From an optimization exercise on the open Yosys and OpenROAD flow, aimed at small area, a short achievable clock period and few clock cycles per item; shortcuts taken in it are not production practice. Where RTL was checked, it was by simulation tests only, not by an equivalence proof against the original.

## cordicManager
module cordicManager (
  input           clk_i,
  input           nrst_i,
  input   [23:0]  freq_i,
  input           theta_iteration_valid_i,
  input   [11:0]  theta_iteration_i,
  output          dt_Ticks_valid_o,
  output          next_dt_Ticks_o,
  output  [15:0]  dt_Ticks_o
);
Size: roughly 150 flip-flops.
clock: 8.0 ns
lec_check: 0
abc_area: 1
cap_margin: 20
core_margin: 2
core_utilization: 40
setup_slack_margin: 3
slew_margin: 20
synth_memory_max_bits: 65536
run.sh (not shown) runs the stock make flow with config.mk's settings and CLKGATE_MAP_FILE= SYNTH_SCRIPT=/design/flow/synth_recipe.tcl, a recipe that flattens the netlist after the stock synthesis.
Testbench counts at the start, summed over its fixed seeds: cycles 5,624, items 512.
Next try:
--- a/flow/design.v
+++ b/flow/design.v
@@ -5005,21 +5005,21 @@
     fin_r  <= 1'b0;
     vo_r   <= 1'b0;
     cnt_r  <= 4'd0;
   end else begin
     vo_r <= 1'b0;
     if (start_w) begin
       busy_r <= 1'b1;
       cnt_r  <= 4'd0;
     end else if (busy_r) begin
       cnt_r <= cnt_r + 4'd1;
-      if (cnt_r == 4'd7) begin
+      if (cnt_r == 4'd8) begin
         busy_r <= 1'b0;
         fin_r  <= 1'b1;
         vo_r   <= 1'b1;
       end
     end else if (fin_r & ~theta_iteration_valid_i) begin
       fin_r <= 1'b0;
     end
   end
 end
 assign dt_Ticks_valid_o = vo_r;
@@ -5052,39 +5052,45 @@
 wire [35:0] cs3_w = csa(cs2_w[35:18], cs2_w[17:0], pp2_w);
 wire [17:0] phx_w;
 pfx_add #(18) add_ph (.a_i(cs3_w[35:18]), .b_i(cs3_w[17:0]), .c_i(1'b0), .s_o(phx_w));
 wire [14:0] phn_w = phx_w[17:3];
 wire [19:0] fp_w = {1'b0, freq_i[17:0], 1'b0};
 function [3:0] fbits;                
   input [3:0]  cnt;
   input [19:0] fp;
   begin
     case (cnt)
-      4'd1:    fbits = fp[15:12];
-      4'd2:    fbits = fp[12:9];
-      4'd3:    fbits = fp[9:6];
-      4'd4:    fbits = fp[6:3];
-      4'd5:    fbits = fp[3:0];
+      4'd2:    fbits = fp[15:12];
+      4'd3:    fbits = fp[12:9];
+      4'd4:    fbits = fp[9:6];
+      4'd5:    fbits = fp[6:3];
+      4'd6:    fbits = fp[3:0];
       default: fbits = fp[18:15];
     endcase
   end
 endfunction
 wire [3:0]  bd_w   = fbits(cnt_r, fp_w);
 wire        bneg_w = bd_w[3] & ~(bd_w[2] & bd_w[1] & bd_w[0]);
 wire [2:0]  bsum_w = {1'b0, bd_w[2], 1'b0} + {2'b00, bd_w[1]} + {2'b00, bd_w[0]};   
 wire [2:0]  bmag_w = bd_w[3] ? 3'd4 - bsum_w : bsum_w;
-wire [16:0] ph3_w;
-pfx_add #(17) add_ph3 (.a_i({2'b00, phn_w}), .b_i({1'b0, phn_w, 1'b0}), .c_i(1'b0), .s_o(ph3_w));
-wire [27:0] mag_w  = (bmag_w == 3'd1) ? {6'd0, phn_w, 7'd0} :
-                     (bmag_w == 3'd2) ? {5'd0, phn_w, 8'd0} :
-                     (bmag_w == 3'd3) ? {4'd0, ph3_w, 7'd0} :
-                     (bmag_w == 3'd4) ? {4'd0, phn_w, 9'd0} : 28'd0;
+wire [16:0] ph3n_w;
+pfx_add #(17) add_ph3 (.a_i({2'b00, phn_w}), .b_i({1'b0, phn_w, 1'b0}), .c_i(1'b0), .s_o(ph3n_w));
+reg  [14:0] ph_r;
+reg  [16:0] ph3_r;
+always @(posedge clk_i) begin
+  ph_r  <= phn_w;
+  ph3_r <= ph3n_w;
+end
+wire [27:0] mag_w  = (bmag_w == 3'd1) ? {6'd0, ph_r, 7'd0} :
+                     (bmag_w == 3'd2) ? {5'd0, ph_r, 8'd0} :
+                     (bmag_w == 3'd3) ? {4'd0, ph3_r, 7'd0} :
+                     (bmag_w == 3'd4) ? {4'd0, ph_r, 9'd0} : 28'd0;
 reg  [27:0] db_r;
 reg         dneg_r;
 always @(posedge clk_i) begin
   db_r   <= bneg_w ? ~mag_w : mag_w;
   dneg_r <= bneg_w;
 end
 function [27:0] qc_vec;              
   input [4:0] q;
   begin
     case (q)
@@ -5175,22 +5181,22 @@
 wire [27:0] s1_w  = a_w ^ c_w ^ db_r;
 wire [27:0] c1_w  = {(a_w[26:0] & c_w[26:0]) | (a_w[26:0] & db_r[26:0]) | (c_w[26:0] & db_r[26:0]), 1'b0};
 wire [4:0]  q_w   = qsel(s1_w[27:21], c1_w[27:21]);
 wire [27:0] kc_w  = qc_vec(q_w);
 wire [27:0] s2_w  = s1_w ^ c1_w ^ kc_w;
 wire [27:0] c2_w  = {(s1_w[26:0] & c1_w[26:0]) | (s1_w[26:0] & kc_w[26:0]) | (c1_w[26:0] & kc_w[26:0]),
                      ~q_w[4] & (q_w != 5'd0)};
 wire [17:0] qsum_w;
 pfx_add #(18) add_qs (.a_i({qa_r[14:0], 3'b000}), .b_i({{13{qd_r[4]}}, qd_r}), .c_i(1'b0), .s_o(qsum_w));
 always @(posedge clk_i) begin
-  if (cnt_r == 4'd0) begin
-    ws_r <= freq_i[17] ? {3'd0, phn_w, 7'd0} : 25'd0;
+  if (cnt_r[3:1] == 3'd0) begin
+    ws_r <= freq_i[17] ? {3'd0, ph_r, 7'd0} : 25'd0;
     wc_r <= 25'd0;
     qa_r <= 18'd0;
     qd_r <= 5'd0;
   end else begin
     ws_r <= s2_w[24:0];
     wc_r <= c2_w[24:0];
     qa_r <= qsum_w;
     qd_r <= q_w;
   end
 end
=> Fmax increases by 2.3%; setup slack improved by 0.12 ns; die area goes up by 3.0%; clock-buffer cell count is lower by 1; register-to-register slack improves by 0.12 ns.
For the second run of this note, only the layout was checked, not whether the RTL still works.

* * *

Setup of the baseline:
Another version of the RTL of cordicManager (not shown whole).
Size: roughly 3000 cells after synthesis, ~150 flip-flops, about 57 I/O pins, ~18000 µm² of cells after synthesis.
==> flow/design.v (excerpt) <==
module cordicManager (
  input           clk_i,
  input           nrst_i,
  input   [23:0]  freq_i,
  input           theta_iteration_valid_i,
  input   [11:0]  theta_iteration_i,
  output          dt_Ticks_valid_o,
  output          next_dt_Ticks_o,
  output  [15:0]  dt_Ticks_o
);
==> flow/config.mk <==
export PLATFORM = sky130hd
export DESIGN_NAME = cordicManager
export DESIGN_NICKNAME = cordicManager
export VERILOG_FILES = /design/flow/design.v
export SDC_FILE = /design/flow/constraint.sdc
export NUM_CORES = 4
export LEC_CHECK = 0
export ABC_AREA = 1
export CAP_MARGIN = 20
export CORE_MARGIN = 2
export CORE_UTILIZATION = 40
export SETUP_SLACK_MARGIN = 3
export SLEW_MARGIN = 20
export SYNTH_MEMORY_MAX_BITS = 65536
==> flow/constraint.sdc <==
create_clock -name core_clock -period 8.0 [get_ports {clk_i}]
set_input_delay 1.6000 -clock core_clock [delete_from_list [all_inputs] [get_ports {clk_i}]]
set_output_delay 1.6000 -clock core_clock [all_outputs]
set_load 0.01 [all_outputs]
The baseline completed end to end with timing, DRC and antenna clean.
Testbench counts of the baseline, summed over its fixed seeds: cycles 7,160, items 512.
Modified inputs, the candidate compared to the baseline
--- a/flow/design.v
+++ b/flow/design.v
@@ -5046,18 +5046,20 @@
 wire [17:0] pp0_w = tlo_r[0] ? {7'd0, slope_r}       : 18'd0;
 wire [17:0] pp1_w = tlo_r[1] ? {6'd0, slope_r, 1'b0} : 18'd0;
 wire [17:0] pp2_w = tlo_r[2] ? {5'd0, slope_r, 2'b0} : 18'd0;
 wire [35:0] cs1_w = csa({base_r, 3'd0}, {6'd0, res_r, 3'd0}, pp0_w);
 wire [35:0] cs2_w = csa(cs1_w[35:18], cs1_w[17:0], pp1_w);
 wire [35:0] cs3_w = csa(cs2_w[35:18], cs2_w[17:0], pp2_w);
 wire [17:0] phx_w;
 pfx_add #(18) add_ph (.a_i(cs3_w[35:18]), .b_i(cs3_w[17:0]), .c_i(1'b0), .s_o(phx_w));
 wire [14:0] phn_w = phx_w[17:3];
+reg  [14:0] ph_r;
+always @(posedge clk_i) ph_r <= phn_w;
 wire [20:0] fp_w = {2'b00, freq_i[17:0], 1'b0};
 function [2:0] fbits;                
   input [3:0]  cnt;
   input [20:0] fp;
   begin
     case (cnt)
       4'd1:    fbits = fp[16:14];
       4'd2:    fbits = fp[14:12];
       4'd3:    fbits = fp[12:10];
@@ -5068,20 +5070,21 @@
       4'd8:    fbits = fp[2:0];
       default: fbits = fp[18:16];
     endcase
   end
 endfunction
 wire [2:0]  bd_w   = fbits(cnt_r, fp_w);
 wire        bneg_w = bd_w[2] & ~(bd_w[1] & bd_w[0]);
 wire        bone_w = bd_w[1] ^ bd_w[0];
 wire        btwo_w = (bd_w == 3'b011) | (bd_w == 3'b100);
-wire [26:0] mag_w  = bone_w ? {5'd0, phn_w, 7'd0} :
-                     btwo_w ? {4'd0, phn_w, 8'd0} : 27'd0;
+wire [14:0] phm_w  = (cnt_r == 4'd0) ? phn_w : ph_r;
+wire [26:0] mag_w  = bone_w ? {5'd0, phm_w, 7'd0} :
+                     btwo_w ? {4'd0, phm_w, 8'd0} : 27'd0;
 reg  [26:0] db_r;
 reg         dneg_r;
 always @(posedge clk_i) begin
   db_r   <= bneg_w ? ~mag_w : mag_w;
   dneg_r <= bneg_w;
 end
 function [26:0] qc_vec;              
   input [3:0] q;
   begin
Results
The candidate vs. the baseline: final setup slack of the worst path has decreased; time the worst path needs with I/O delays and setup has increased. [compare] base=the baseline new=the candidate: overall die area went up 1000 µm²; global-route usage went up 0.17 points; synthesis-to-finish area growth went up 0.85 points; layout inverter count without the clock tree went up 16. Relative to the baseline, layout sequential cell count increased by 15 in the candidate. Number of global-route vias before repair: the candidate vs the baseline up 121. The candidate against the baseline: critical path depth higher.
For the candidate, only the layout was checked, not whether the RTL still works.

-- port drivers added, routing unchanged --
In the flow no input, the clock included, has a driving cell. The finished layouts below were timed again as built, in two steps.
Step 1, drivers: a clkbuf_16 drives clk_i and a buf_2 each remaining input, both assumed.
Step 2 moves the port delays by t, midway between the first and last clock arrival at a register: inputs arrive t later, outputs are due t later. That takes back most of the time a late clock gives input paths.
Three values: ideal ports, drivers, drivers and shift; two values: the first two.
| run | t (ns) | setup WS [ns] | worst setup path after step 2 | latest minus earliest clock arrival (ns) | pins driven straight from the clock port |
|---|---|---|---|---|---|
| the first run of note 1 | 0.523 | 2.584 / 2.584 / 2.397 | input to register | 0.014 / 0.014 | 1 |
| the second run of note 1 | 0.497 | 2.706 / 2.706 / 2.601 | input to register | 0.018 / 0.018 | 1 |
| the baseline | 0.513 | 2.998 / 3.023 / 2.510 | input to register | 0.016 / 0.016 | 1 |
| the candidate | 0.502 | 2.977 / 3.006 / 2.503 | input to register | 0.011 / 0.011 | 1 |
After both steps setup and hold are still met in every run listed. The setup slack of the baseline, which loses most, moves by +0.025 ns with the drivers and by -0.488 ns with both steps.
